Source: an optimization exercise on an open RTL-to-GDS flow (aim: small area, a short achievable clock period and few clock cycles per item). Production flows keep margins and buffers that such runs may drop. Only simulation tests tie the RTL to the original design; equivalence was not proved. Power and IR drop assume default switching activity.

[design/flow/config.mk]
export PLATFORM = sky130hd
export DESIGN_NAME = cubroot_add_system
export DESIGN_NICKNAME = cubroot_add_system
export VERILOG_FILES = /design/flow/design.v
export SDC_FILE = /design/flow/constraint.sdc
export NUM_CORES = 4
export LEC_CHECK = 0
export CAP_MARGIN = 20
export CORE_MARGIN = 2
export CORE_UTILIZATION = 40
export SLEW_MARGIN = 20
[design/flow/constraint.sdc]
create_clock -name core_clock -period 5.0 [get_ports {clk_i}]
set_input_delay 1.0000 -clock core_clock [delete_from_list [all_inputs] [get_ports {clk_i}]]
set_output_delay 1.0000 -clock core_clock [all_outputs]
set_load 0.01 [all_outputs]
[design/flow/design.v]
module mult (
    input  [7:0]  x_bi,
    input  [2:0]  c_bi,
    output [15:0] y_bo
);
    assign y_bo = x_bi * x_bi + {13'd0, c_bi};
endmodule
module cubroot (
    input  [7:0] x_bi,
    output [2:0] y_bo
);
    assign y_bo = (x_bi >= 8'd216) ? 3'd6 :
                  (x_bi >= 8'd125) ? 3'd5 :
                  (x_bi >= 8'd64)  ? 3'd4 :
                  (x_bi >= 8'd27)  ? 3'd3 :
                  (x_bi >= 8'd8)   ? 3'd2 :
                  (x_bi >= 8'd1)   ? 3'd1 : 3'd0;
endmodule
module cubroot_add_system (
    input clk_i,
    input rst_i,
    input start_i,
    input [7:0] a_bi,
    input [7:0] b_bi,
    output busy_o,
    output [15:0] result
);
    wire       load = start_i & ~rst_i;
    wire [2:0] cub_result;
    reg  [7:0] a_q;
    reg  [2:0] c_q;
    cubroot cub (.x_bi(b_bi), .y_bo(cub_result));
    always @(posedge clk_i) begin
        if (load) begin
            a_q <= a_bi;
            c_q <= cub_result;
        end
    end
    assign busy_o = 1'b0;
    mult square (.x_bi(a_q), .c_bi(c_q), .y_bo(result));
endmodule
[design/flow/run.sh]
#!/bin/bash
# synth_recipe.tcl (not shown) runs the flow's synth.tcl, then flattens the netlist and writes it again
# the make line also repeats each setting of config.mk as NAME=value (left out here)
make -C /OpenROAD-flow-scripts/flow DESIGN_CONFIG=/design/flow/config.mk WORK_HOME=/design/flow/orfs CLKGATE_MAP_FILE= SYNTH_SCRIPT=/design/flow/synth_recipe.tcl finish
==> flow_summary.toml <==
[outcome]
status = "finished with violations"
so_faults = "setup timing"

[power]
power_frac_seq = 0.056
p_comb_frac = 0.899
power.density_mw_per_mm2 = 558
p_clk_frac = 0.044
leakage_nw = 1.70
peakVddDrop_mv = 0.365
switching_share = 0.461
internal_power_mw = 1.11
totalPowerFinal_mw = 2.06
p_switching_mw = 0.952

[worst_setup_path]
crit_path_end = "result[15]"
startpoint = "a_q[3]"
crit_path_end_kind = "output port"
crit_required_ps = 4000
critPathKind = "flop to output port"
crit_fanout = 5
cp-start-kind = "flop"
worstPathArrival_ps = 4290

[cts]
cts_sinks = 11
clockBufferDepth = 2
ctsHtreeMaxLevel = 1
cts.clk_slew.worst_paths_ps = 50
tritoncts = "yes"
root_buffer = "clkbuf_8"
numCtsBuffers = 3

[floorplan]
start_util = 0.407
core_mm2 = 0.00582
io_pins = 36
die_w_um = 80.9
rows = 28
die_area_mm2 = 0.00655
die-height_um = 80.9

[route]
vias = 2170
dr.pass1.iters = 4
avgRoutedWirePerCell_um = 13.7
drc_errors = 0
viasPerCell = 4.87
drt-total-wl_um = 6110
drtIter0Drc = 47
postRouteAntennaNets = 0

[cells_and_area]
final_cell_mix = "buf_4 (61), inv_1 (37), fa_1 (23), clkdlybuf4s50_1 (23), ha_1 (21)"
drive_above_1_share = 0.412
fin_cells = 446
diodes = 0
final_common_cell = "buf_4"
seq_area_um2 = 330
final_area_mm2 = 0.00370
multi_input_comb_area_mm2 = 0.00222
nets = 448
nFillCells = 513
area_growth_pct = 56.2

[synth]
synth.avg_cell_area_um2 = 8.87
synth_seq_cells = 11
ys_types = 43
seq_area_frac_synth = 0.140
synth_top_area_share = 0.211
synth_cells = 267
ys.warnings.count = 1
synth_top_area_cell = "fa_1"
netlist_area_mm2 = 0.00237
synthTopCellsByArea = "fa_1 (21%), ha_1 (17%), edfxtp_1 (14%), inv_1 (7.6%), xnor2_1 (4.8%)"

[grt]
use_met1 = 0.240
grt_use_total = 0.199
grt_overflow = 0
antenna_found_initial = 0
grt_util_met3 = 0.0122
grt_start_max_net_pins = 12
grt_pass1_vias = 2337
top_usage_layer = "met2"
grtUsageMet2 = 0.380
grt_pass1_wl_um = 10200

[place]
dp_cells = 424
gp_congestion = 0.839
dp_hpwl_um = 4690
io_buffers = 34
placed_area_mm2 = 0.00319

[sta]
slew_viol_final = 0
setup_slack_ps = -291
timing.fmax_ghz = 0.189
slew_headroom = 0.378
finalSetupViolations = 9
tns_ps = -1400
finalHoldViolCount = 0
period_minus_slack_ps = 5290
tightest_slew_ps = 931
period_share = 1.06
rsz0062_at_grt = "yes"

[worst_hold_path]
holdPathStages = 1
min-delay-start = "a_bi[6]"
hold_path.class = "input port to flop"

[flow_run]
maxCapViolations = 0
-- registers in the layout (all words and copies together), names as in the netlist --
register / cells
a_q: 8
c_q: 3
-- worst min-delay path by stage --
stage                         to
after floorplan           a_q[0]
after global placement    a_q[0]
after detailed placement  a_q[6]
after CTS                 a_q[6]
after global routing      a_q[0]
final                     a_q[6]
-- cell families (layout without fill, tap and decap cells) --
kind of cell | count (synthesis) | count (layout) | synth area share
AO/OA/AOI/OAI | 48 | 48 | 0.144
XOR/XNOR | 21 | 21 | 0.0777
adder cells (fa/ha/maj) | 57 | 57 | 0.381
buffers and inverters | 51 | 154 | 0.0825
flip-flops | 11 | 11 | 0.140
multiplexers | 3 | 3 | 0.0153
other | 1 | 2 | 0.00158
AND/OR/NAND/NOR | 75 | 75 | 0.159
-- routing by layer --
layer,routed length (um),share of wire,up-vias
li1,-,-,1093
met3,81,0.013,7
met1,2640,0.43,1045
met2,3310,0.54,25
met5,0,0,-
met4,74,0.012,0
-- layout make-up --
type,count,area share
flip-flops and latches,11,0.0893
well taps,75,0.0254
clock buffers,3,0.0112
inverters,48,0.0494
repair buffers,102,0.222
multi-input cells,206,0.601
clock inverters,1,0.00135
-- cell usage after synthesis (all sizes together) --
cell,count
a21oi,17
nor4,3
a21o,2
a221o,2
conb,1
ha,32
xnor2,13
nor2,14
edfxtp,11
and3,1
nor2b,2
o21ai,10
a31oi,3
xor2,8
o311ai,1
nand2b,4
buf,1
and2,15
o21a,2
a31o,1
inv,48
nor3b,1
nand2,23
a211oi,2
fa,25
nand4b,1
o21bai,1
mux2i,1
nand4,1
nand3b,1
or2,2
mux2,2
clkbuf,2
nor3,3
and3b,1
a22oi,2
nand3,3
a41oi,1
a21bo,1
a2111oi,3
-- power groups by stage --
stage          Clock, mW  Combinational [mW]  Sequential [mW]
2_1_floorplan          0               0.847            0.118
3_3_place_gp           0                1.52            0.118
3_5_place_dp           0                1.53            0.118
4_1_cts           0.0922                1.72            0.116
5_1_grt           0.0968                2.03            0.117
6_report          0.0916                1.86            0.116
-- worst max-delay path: stages, from the launching register on --
cell	delay, ps
edfxtp_1	460
buf_4	180
nand2_1	90
fa_1	470
fa_1	510
fa_1	530
inv_1	60
fa_1	540
ha_4	230
nand2_2	90
o21ai_2	70
a221o_1	320
a31oi_1	180
xor2_1	150
buf_2	150
-- stage by stage --
stage	hold WS, ps	worst slack, ps	util
2_1_floorplan	1100	1.03	-
3_3_place_gp	1560	-573	0.549
3_5_place_dp	1560	-636	0.549
4_1_cts	1300	-263	0.599
5_1_grt	1300	-463	0.636
6_report	1300	-291	0.636
-- repair_timing --
action                                  CTS  global route
setup buffers                            11             7
hold buffers                              0             0
resized for setup                        79            47
endpoints found under the setup margin   11            11
pin swaps                                28            15
Testbench counts, summed over its fixed seeds: cycles 2,048, items 2,048.

## static timing again, ports no longer ideal
How much do the figures lean on ideal ports? The routed layout below was timed once more, with nothing changed but the port constraints. Step 1 sets driving cells, clkbuf_16 on the clock port and buf_2 on the other inputs (assumed; they add their load-dependent delay and slew). Step 2, shift: input delay + t, output delay - t, t = (earliest + latest rising clock arrival at the registers) / 2. This alone moves slack from input paths to output paths. a / b / c = ideal / step 1 / step 2; a / b = the first two.
t (ns): 0.263
slack for setup (ns): -0.291 / -0.310 / -0.047
worst setup path at the end: register to output
The setup slack of this run moves by -0.019 ns with the drivers and by +0.244 ns with both steps.
